What follows belongs to an exercise in optimizing a design on an open flow for small area, a short achievable clock period and few clock cycles per item; a production flow would make more cautious choices.
In this exercise RTL edits were held to simulation tests only and were not proved equivalent to the original.

==> job 1328 <==
Design rsa, start of the top module:
module rsa #(
    parameter WIDTH = 32,
    parameter E_BITS = 32
)(
    input  wire                   clk,
    input  wire                   rst,
    input  wire                   start,
    input  wire [WIDTH-1:0]       M,
    input  wire [E_BITS-1:0]      E,
    input  wire [WIDTH-1:0]       N,
    input  wire [WIDTH-1:0]       N_INV,
    input  wire [WIDTH-1:0]       R2_MOD_N,
    output wire [WIDTH-1:0]       C,
    output reg                    done
);
    localparam K  = 4;           
    localparam W  = 38;          
    localparam AW = 34;          
    localparam PH_IDLE = 3'd0, PH_C1 = 3'd1, PH_C2 = 3'd2,
               PH_SQ = 3'd4, PH_MUL = 3'd5, PH_FIN = 3'd6;
    reg  [2:0]    ph;
    reg           it;          
    reg  [3:0]    j;           
    reg  [32:0]   res;         
    reg  [32:0]   mr;          
    reg  [AW-1:0] s, c;        
    reg           cin;         
    reg  [K-1:0]  a;           
    reg  [4:0]    idx;         
    reg           ebit;        
    reg           ez;          
    reg           isn;         
    reg  [31:0]   nr;          
    reg  [3:0]    npr;         
    assign C = res[31:0];
    reg  [3:0] np;
    always @(*) begin
        case (N[3:1])
            3'd0: np = 4'd15;
            3'd1: np = 4'd5;
            3'd2: np = 4'd3;
            3'd3: np = 4'd9;
            3'd4: np = 4'd7;
            3'd5: np = 4'd13;
            3'd6: np = 4'd11;
  ...
==> flow/config.mk <==
export PLATFORM = sky130hd
export DESIGN_NAME = rsa
export DESIGN_NICKNAME = rsa
export VERILOG_FILES = /design/flow/design.v
export SDC_FILE = /design/flow/constraint.sdc
export NUM_CORES = 4
export LEC_CHECK = 0
export ABC_CLOCK_PERIOD_IN_PS = 5000
export CAP_MARGIN = 20
export CORE_MARGIN = 2
export CORE_UTILIZATION = 60
export CTS_BUF_LIST = sky130_fd_sc_hd__clkbuf_8 sky130_fd_sc_hd__clkbuf_16
export PLACE_DENSITY = 0.7
export SLEW_MARGIN = 20
==> flow/constraint.sdc <==
create_clock -name core_clock -period 15.0 [get_ports {clk}]
set_input_delay 3.0000 -clock core_clock [delete_from_list [all_inputs] [get_ports {clk}]]
set_output_delay 3.0000 -clock core_clock [all_outputs]
set_load 0.01 [all_outputs]
standard.sh (not shown) runs the stock make flow with config.mk's settings and CLKGATE_MAP_FILE= SYNTH_SCRIPT=/design/flow/synth_recipe.tcl, a recipe that flattens the netlist after the stock synthesis.
==> flow/flow/run.sh <==
#!/bin/bash
# Standard layout (the standard.sh: standard synthesis, floorplan, place,
# CTS, route) with three changes to how it is made:
#  - before floorplanning, flow/fixpol.tcl (with flow/fixpol.py) flips full
#    adders to remove inverters around them (FA(~a,~b,~c) = ~FA(a,b,c)); the
#    registers and the logic function are unchanged;
#  - ORFS's repair_timing is asked for 10.5 ns of setup margin instead of 0, so
#    that it also shortens paths that already meet the 15 ns clock;
#  - the port buffers that global placement inserts are sky130_fd_sc_hd__buf_2.
# The SDC and the clock period are the standard flow's. Make's output goes to
# make_finish.log; fixpol writes fixpol_in.txt and fixpol_ops.txt here.
set -euo pipefail
bash standard.sh SETUP_SLACK_MARGIN=10.5 'BUFFER_PORTS_ARGS=-buffer_cell sky130_fd_sc_hd__buf_2' "PRE_FLOORPLAN_TCL=$(pwd)/flow/fixpol.tcl" finish > make_finish.log 2>&1
Other scripts of this flow, unchanged in this note and not shown: flow/flow/fixpol.py, flow/flow/fixpol.tcl
==> job 3767: changes against job 1328 <==
--- a/flow/design.v
+++ b/flow/design.v
@@ -28,11 +28,10 @@
     reg  [K-1:0]  a;           
     reg  [4:0]    idx;         
     reg           ebit;        
     reg           ez;          
     reg           isn;         
-    reg  [31:0]   nr;          
     reg  [3:0]    npr;         
     assign C = res[31:0];
     reg  [3:0] np;
     always @(*) begin
         case (N[3:1])
@@ -64,10 +63,11 @@
                     ^ (c2a & c2b) ^ (c2a & c2c) ^ (c2a & c2d)
                     ^ (c2b & c2c) ^ (c2b & c2d) ^ (c2c & c2d);
         end
     endfunction
     reg  [3:0] t;              
+    reg  [3:0] mlo;            
     wire [3:0] y_s = s[3:0] ^ c[3:0] ^ t;
     wire [3:0] y_k = {(s[2:0] & c[2:0]) | (s[2:0] & t[2:0]) | (c[2:0] & t[2:0]), 1'b0};
     wire [3:0] y_p = y_s ^ y_k;
     wire [3:0] y_g = y_s & y_k;
     wire [3:0] y_c;
@@ -80,14 +80,14 @@
     wire [3:0] q = qmul(u, npr[3:1]);
     wire [W-1:0] b0 = a[0] ? {5'b0, res}        : {W{1'b0}};
     wire [W-1:0] b1 = a[1] ? {4'b0, res, cin}   : {{(W-1){1'b0}}, cin};
     wire [W-1:0] b2 = a[2] ? {3'b0, res, 2'b0}  : {W{1'b0}};
     wire [W-1:0] b3 = a[3] ? {2'b0, res, 3'b0}  : {W{1'b0}};
-    wire [W-1:0] n0 = q[0] ? {6'b0, nr}          : {W{1'b0}};
-    wire [W-1:0] n1 = q[1] ? {5'b0, nr, 1'b0}    : {W{1'b0}};
-    wire [W-1:0] n2 = q[2] ? {4'b0, nr, 2'b0}    : {W{1'b0}};
-    wire [W-1:0] n3 = q[3] ? {3'b0, nr, 3'b0}    : {W{1'b0}};
+    wire [W-1:0] n0 = q[0] ? {6'b0, N}          : {W{1'b0}};
+    wire [W-1:0] n1 = q[1] ? {5'b0, N, 1'b0}    : {W{1'b0}};
+    wire [W-1:0] n2 = q[2] ? {4'b0, N, 2'b0}    : {W{1'b0}};
+    wire [W-1:0] n3 = q[3] ? {3'b0, N, 3'b0}    : {W{1'b0}};
     wire [W-1:0] s0 = {4'b0, s};
     wire [W-1:0] c0 = {4'b0, c};
     wire [W-1:0] l1a_s = s0 ^ c0 ^ b0;
     wire [W-1:0] l1a_c = ((s0 & c0) | (s0 & b0) | (c0 & b0)) << 1;
     wire [W-1:0] l1b_s = b1 ^ b2 ^ b3;
@@ -170,11 +170,11 @@
                 default:      a_nx = 4'd0;
             endcase
         end else begin
             case (ph)
                 PH_C1: begin
-                    res_nx = ez ? sum[32:0] : mr;
+                    res_nx = ez ? sum[32:0] : {1'b0, M};
                     a_nx   = ez ? 4'd1 : sum[3:0];
                 end
                 PH_C2: begin
                     res_nx = sum[32:0];
                     a_nx   = (ph_nx == PH_FIN) ? 4'd1 : sum[3:0];
@@ -193,16 +193,17 @@
             endcase
         end
     end
     always @(posedge clk) begin
         npr  <= np;
-        nr   <= N;
         ebit <= E[idx];
-        isn  <= (res == {1'b0, nr});
+        isn  <= (res == {1'b0, N});
         a    <= (ph == PH_IDLE) ? R2_MOD_N[3:0] : a_nx;
         res  <= (ph == PH_IDLE) ? {1'b0, R2_MOD_N} : res_nx;
-        t    <= (ph == PH_IDLE) ? R2_MOD_N[3:0] * R2_MOD_N[3:0] : a_nx * res_nx[3:0];
+        t    <= (ph == PH_IDLE) ? R2_MOD_N[3:0] * R2_MOD_N[3:0]
+              : a_nx * ((!it && ph == PH_C1 && !ez) ? mlo : res_nx[3:0]);
+        if (ph == PH_IDLE) mlo <= M[3:0];
         if (ph == PH_IDLE || !it) begin
             s   <= {AW{1'b0}};
             c   <= {AW{1'b0}};
             cin <= 1'b0;
             j   <= 4'd0;
@@ -211,11 +212,10 @@
             c   <= l6_c[W-1:K];
             cin <= cin_n;
             j   <= jn;
         end
         if (ph == PH_IDLE) begin
-            mr  <= {1'b0, M};
             idx <= lead;
             ez  <= ~|E;
         end else if (!it) begin
             if (idx_dec) idx <= idx - 5'd1;
             if (ph == PH_C1 || ph == PH_C2) mr <= sum[32:0];
==> flow/flow/run.sh (replaced) <==
#!/bin/bash
# Standard layout (the standard.sh: standard synthesis, floorplan, place,
# CTS, route) with three changes to how it is made:
#  - before floorplanning, flow/fixpol.tcl (with flow/fixpol.py) flips full
#    adders to remove inverters around them (FA(~a,~b,~c) = ~FA(a,b,c)); the
#    registers and the logic function are unchanged;
#  - ORFS's repair_timing is asked for 10.25 ns of setup margin instead of 0, so
#    that it also shortens paths that already meet the 15 ns clock;
#  - the port buffers that global placement inserts are sky130_fd_sc_hd__buf_1.
# The SDC and the clock period are the standard flow's. Make's output goes to
# make_finish.log; fixpol writes fixpol_in.txt and fixpol_ops.txt here.
set -euo pipefail
bash standard.sh SETUP_SLACK_MARGIN=10.25 'BUFFER_PORTS_ARGS=-buffer_cell sky130_fd_sc_hd__buf_1' "PRE_FLOORPLAN_TCL=$(pwd)/flow/fixpol.tcl" finish > make_finish.log 2>&1
ABC_AREA = 1   (was unset)
==> job 8293: changes against job 1328 <==
--- a/flow/design.v
+++ b/flow/design.v
@@ -64,10 +64,11 @@
                     ^ (c2a & c2b) ^ (c2a & c2c) ^ (c2a & c2d)
                     ^ (c2b & c2c) ^ (c2b & c2d) ^ (c2c & c2d);
         end
     endfunction
     reg  [3:0] t;              
+    reg  [3:0] mlo;            
     wire [3:0] y_s = s[3:0] ^ c[3:0] ^ t;
     wire [3:0] y_k = {(s[2:0] & c[2:0]) | (s[2:0] & t[2:0]) | (c[2:0] & t[2:0]), 1'b0};
     wire [3:0] y_p = y_s ^ y_k;
     wire [3:0] y_g = y_s & y_k;
     wire [3:0] y_c;
@@ -170,11 +171,11 @@
                 default:      a_nx = 4'd0;
             endcase
         end else begin
             case (ph)
                 PH_C1: begin
-                    res_nx = ez ? sum[32:0] : mr;
+                    res_nx = ez ? sum[32:0] : {1'b0, M};
                     a_nx   = ez ? 4'd1 : sum[3:0];
                 end
                 PH_C2: begin
                     res_nx = sum[32:0];
                     a_nx   = (ph_nx == PH_FIN) ? 4'd1 : sum[3:0];
@@ -198,11 +199,13 @@
         nr   <= N;
         ebit <= E[idx];
         isn  <= (res == {1'b0, nr});
         a    <= (ph == PH_IDLE) ? R2_MOD_N[3:0] : a_nx;
         res  <= (ph == PH_IDLE) ? {1'b0, R2_MOD_N} : res_nx;
-        t    <= (ph == PH_IDLE) ? R2_MOD_N[3:0] * R2_MOD_N[3:0] : a_nx * res_nx[3:0];
+        t    <= (ph == PH_IDLE) ? R2_MOD_N[3:0] * R2_MOD_N[3:0]
+              : a_nx * ((!it && ph == PH_C1 && !ez) ? mlo : res_nx[3:0]);
+        if (ph == PH_IDLE) mlo <= M[3:0];
         if (ph == PH_IDLE || !it) begin
             s   <= {AW{1'b0}};
             c   <= {AW{1'b0}};
             cin <= 1'b0;
             j   <= 4'd0;
@@ -211,11 +214,10 @@
             c   <= l6_c[W-1:K];
             cin <= cin_n;
             j   <= jn;
         end
         if (ph == PH_IDLE) begin
-            mr  <= {1'b0, M};
             idx <= lead;
             ez  <= ~|E;
         end else if (!it) begin
             if (idx_dec) idx <= idx - 5'd1;
             if (ph == PH_C1 || ph == PH_C2) mr <= sum[32:0];
==> flow/flow/run.sh (replaced) <==
#!/bin/bash
# Standard layout (the standard.sh: standard synthesis, floorplan, place,
# CTS, route) with three changes to how it is made:
#  - before floorplanning, flow/fixpol.tcl (with flow/fixpol.py) flips full
#    adders to remove inverters around them (FA(~a,~b,~c) = ~FA(a,b,c)); the
#    registers and the logic function are unchanged;
#  - ORFS's repair_timing is asked for 10 ns of setup margin instead of 0, so
#    that it also shortens paths that already meet the 15 ns clock;
#  - the port buffers that global placement inserts are sky130_fd_sc_hd__buf_1.
# The SDC and the clock period are the standard flow's. Make's output goes to
# make_finish.log; fixpol writes fixpol_in.txt and fixpol_ops.txt here.
set -euo pipefail
bash standard.sh SETUP_SLACK_MARGIN=10 'BUFFER_PORTS_ARGS=-buffer_cell sky130_fd_sc_hd__buf_1' "PRE_FLOORPLAN_TCL=$(pwd)/flow/fixpol.tcl" finish > make_finish.log 2>&1
CTS_BUF_LIST = sky130_fd_sc_hd__clkbuf_16   (was sky130_fd_sc_hd__clkbuf_8 sky130_fd_sc_hd__clkbuf_16)
CTS_CLUSTER_DIAMETER = 150   (was unset)
CTS_CLUSTER_SIZE = 40   (was unset)
==> job 864: changes against job 1328 <==
--- a/flow/design.v
+++ b/flow/design.v
@@ -28,11 +28,10 @@
     reg  [K-1:0]  a;           
     reg  [4:0]    idx;         
     reg           ebit;        
     reg           ez;          
     reg           isn;         
-    reg  [31:0]   nr;          
     reg  [3:0]    npr;         
     assign C = res[31:0];
     reg  [3:0] np;
     always @(*) begin
         case (N[3:1])
@@ -64,10 +63,11 @@
                     ^ (c2a & c2b) ^ (c2a & c2c) ^ (c2a & c2d)
                     ^ (c2b & c2c) ^ (c2b & c2d) ^ (c2c & c2d);
         end
     endfunction
     reg  [3:0] t;              
+    reg  [3:0] mlo;            
     wire [3:0] y_s = s[3:0] ^ c[3:0] ^ t;
     wire [3:0] y_k = {(s[2:0] & c[2:0]) | (s[2:0] & t[2:0]) | (c[2:0] & t[2:0]), 1'b0};
     wire [3:0] y_p = y_s ^ y_k;
     wire [3:0] y_g = y_s & y_k;
     wire [3:0] y_c;
@@ -80,14 +80,14 @@
     wire [3:0] q = qmul(u, npr[3:1]);
     wire [W-1:0] b0 = a[0] ? {5'b0, res}        : {W{1'b0}};
     wire [W-1:0] b1 = a[1] ? {4'b0, res, cin}   : {{(W-1){1'b0}}, cin};
     wire [W-1:0] b2 = a[2] ? {3'b0, res, 2'b0}  : {W{1'b0}};
     wire [W-1:0] b3 = a[3] ? {2'b0, res, 3'b0}  : {W{1'b0}};
-    wire [W-1:0] n0 = q[0] ? {6'b0, nr}          : {W{1'b0}};
-    wire [W-1:0] n1 = q[1] ? {5'b0, nr, 1'b0}    : {W{1'b0}};
-    wire [W-1:0] n2 = q[2] ? {4'b0, nr, 2'b0}    : {W{1'b0}};
-    wire [W-1:0] n3 = q[3] ? {3'b0, nr, 3'b0}    : {W{1'b0}};
+    wire [W-1:0] n0 = q[0] ? {6'b0, N}          : {W{1'b0}};
+    wire [W-1:0] n1 = q[1] ? {5'b0, N, 1'b0}    : {W{1'b0}};
+    wire [W-1:0] n2 = q[2] ? {4'b0, N, 2'b0}    : {W{1'b0}};
+    wire [W-1:0] n3 = q[3] ? {3'b0, N, 3'b0}    : {W{1'b0}};
     wire [W-1:0] s0 = {4'b0, s};
     wire [W-1:0] c0 = {4'b0, c};
     wire [W-1:0] l1a_s = s0 ^ c0 ^ b0;
     wire [W-1:0] l1a_c = ((s0 & c0) | (s0 & b0) | (c0 & b0)) << 1;
     wire [W-1:0] l1b_s = b1 ^ b2 ^ b3;
@@ -170,11 +170,11 @@
                 default:      a_nx = 4'd0;
             endcase
         end else begin
             case (ph)
                 PH_C1: begin
-                    res_nx = ez ? sum[32:0] : mr;
+                    res_nx = ez ? sum[32:0] : {1'b0, M};
                     a_nx   = ez ? 4'd1 : sum[3:0];
                 end
                 PH_C2: begin
                     res_nx = sum[32:0];
                     a_nx   = (ph_nx == PH_FIN) ? 4'd1 : sum[3:0];
@@ -193,16 +193,17 @@
             endcase
         end
     end
     always @(posedge clk) begin
         npr  <= np;
-        nr   <= N;
         ebit <= E[idx];
-        isn  <= (res == {1'b0, nr});
+        isn  <= (res == {1'b0, N});
         a    <= (ph == PH_IDLE) ? R2_MOD_N[3:0] : a_nx;
         res  <= (ph == PH_IDLE) ? {1'b0, R2_MOD_N} : res_nx;
-        t    <= (ph == PH_IDLE) ? R2_MOD_N[3:0] * R2_MOD_N[3:0] : a_nx * res_nx[3:0];
+        t    <= (ph == PH_IDLE) ? R2_MOD_N[3:0] * R2_MOD_N[3:0]
+              : a_nx * ((!it && ph == PH_C1 && !ez) ? mlo : res_nx[3:0]);
+        if (ph == PH_IDLE) mlo <= M[3:0];
         if (ph == PH_IDLE || !it) begin
             s   <= {AW{1'b0}};
             c   <= {AW{1'b0}};
             cin <= 1'b0;
             j   <= 4'd0;
@@ -211,11 +212,10 @@
             c   <= l6_c[W-1:K];
             cin <= cin_n;
             j   <= jn;
         end
         if (ph == PH_IDLE) begin
-            mr  <= {1'b0, M};
             idx <= lead;
             ez  <= ~|E;
         end else if (!it) begin
             if (idx_dec) idx <= idx - 5'd1;
             if (ph == PH_C1 || ph == PH_C2) mr <= sum[32:0];
==> flow/flow/run.sh (replaced) <==
#!/bin/bash
# Standard layout (the standard.sh: standard synthesis, floorplan, place,
# CTS, route) with three changes to how it is made:
#  - before floorplanning, flow/fixpol.tcl (with flow/fixpol.py) flips full
#    adders to remove inverters around them (FA(~a,~b,~c) = ~FA(a,b,c)); the
#    registers and the logic function are unchanged;
#  - ORFS's repair_timing is asked for 10.25 ns of setup margin instead of 0, so
#    that it also shortens paths that already meet the 15 ns clock;
#  - the port buffers that global placement inserts are sky130_fd_sc_hd__buf_1.
# The SDC and the clock period are the standard flow's. Make's output goes to
# make_finish.log; fixpol writes fixpol_in.txt and fixpol_ops.txt here.
set -euo pipefail
bash standard.sh SETUP_SLACK_MARGIN=10.25 'BUFFER_PORTS_ARGS=-buffer_cell sky130_fd_sc_hd__buf_1' "PRE_FLOORPLAN_TCL=$(pwd)/flow/fixpol.tcl" finish > make_finish.log 2>&1
==> summary.txt <==
Job 864 ran to the end with no violations. Job 3767 passed the timing, DRC and antenna checks. Job 8293 produced a clean layout. Job 1328 ran to the end with no violations. Die area: job 3767 < job 864 < job 8293 < job 1328. In flip-flop and latch count, job 864 and job 3767 do not differ. The highest utilization belongs to job 3767, the lowest to job 8293. In job 864 the via count is smaller than in job 8293, by about 1.5%. Global-route usage: job 1328 > job 8293 > job 3767 > job 864.
==> figures <==
item                                                                       job 1328                 job 8293                 job 3767                  job 864
Status                                                      complete, no violations  complete, no violations  complete, no violations  complete, no violations
Launch instance of the worst register-to-register path              c[1]$_SDFF_PP0_             t[1]$_DFF_P_          s[1]$_SDFF_PP0_          s[1]$_SDFF_PP0_
Final clock-cell share                                                        2.77%                    3.24%                    3.03%                    3.32%
Tap cells                                                                       390                      390                      378                      384
Count of non-CTS inverters in the layout                                         96                       97                      339                       98
Placement-stage cell area                                                19,000 µm²               18,700 µm²               18,300 µm²               18,100 µm²
Met3 capacity usage during global routing                                     7.63%                    6.17%                    7.12%                    4.48%
Post-detailed-routing wire length                                         53,900 µm                52,300 µm                50,300 µm                49,700 µm
Number of global-route vias before repair                                    14,600                   14,100                   14,900                   14,200
Syn Nets                                                                      2,304                    2,242                    2,472                    2,219
R2R Setup Slk                                                              10.01 ns                  9.96 ns                 10.19 ns                 10.10 ns
Total buffers and inverters traversed by the critical path                        3                        3                        2                        3
Share of cell area taken by flip-flops and latches                            22.6%                    23.9%                    20.7%                    21.2%
Testbench counts of job 1328, summed over its fixed seeds: cycles 112,410, items 320.
Testbench counts of job 3767, summed over its fixed seeds: cycles 112,410, items 320.
Testbench counts of job 8293, summed over its fixed seeds: cycles 112,410, items 320.
Testbench counts of job 864, summed over its fixed seeds: cycles 112,410, items 320.

re-timing with driven ports:
In the flow no input, the clock included, has a driving cell. The finished layouts below were timed again as built, in two steps. Step 1 (the two cells are an assumption about what drives the block):
set clk [get_ports {clk}]
set_driving_cell -lib_cell sky130_fd_sc_hd__clkbuf_16 $clk
set_driving_cell -lib_cell sky130_fd_sc_hd__buf_2 [delete_from_list [all_inputs] $clk]
Step 2 also shifts input and output timing later by t, the mid clock arrival at the registers, as if the neighbouring blocks saw the same clock. Slacks: ideal / step 1 / step 2; pairs: ideal / step 1.
| run | t, ns | slack for setup (ns) | worst hold slack (ns) | worst register clock-pin slew, ns | worst data-port slew with drivers (ns) |
|---|---|---|---|---|---|
| job 1328 | 0.507 | 10.009 / 10.009 / 10.009 | 0.532 / 0.532 / 0.532 | 0.09 / 0.09 | 0.04 |
| job 3767 | 0.489 | 9.957 / 9.988 / 9.499 | 0.559 / 0.559 / 0.559 | 0.07 / 0.07 | 0.04 |
| job 8293 | 0.507 | 9.959 / 9.959 / 9.959 | 0.564 / 0.564 / 0.564 | 0.08 / 0.08 | 0.05 |
| job 864 | 0.480 | 10.101 / 10.101 / 9.726 | 0.553 / 0.553 / 0.553 | 0.07 / 0.07 | 0.04 |
After both steps every run listed still meets setup and hold. The setup slack of job 3767, which loses most, moves by +0.031 ns with the drivers and by -0.458 ns with both steps.
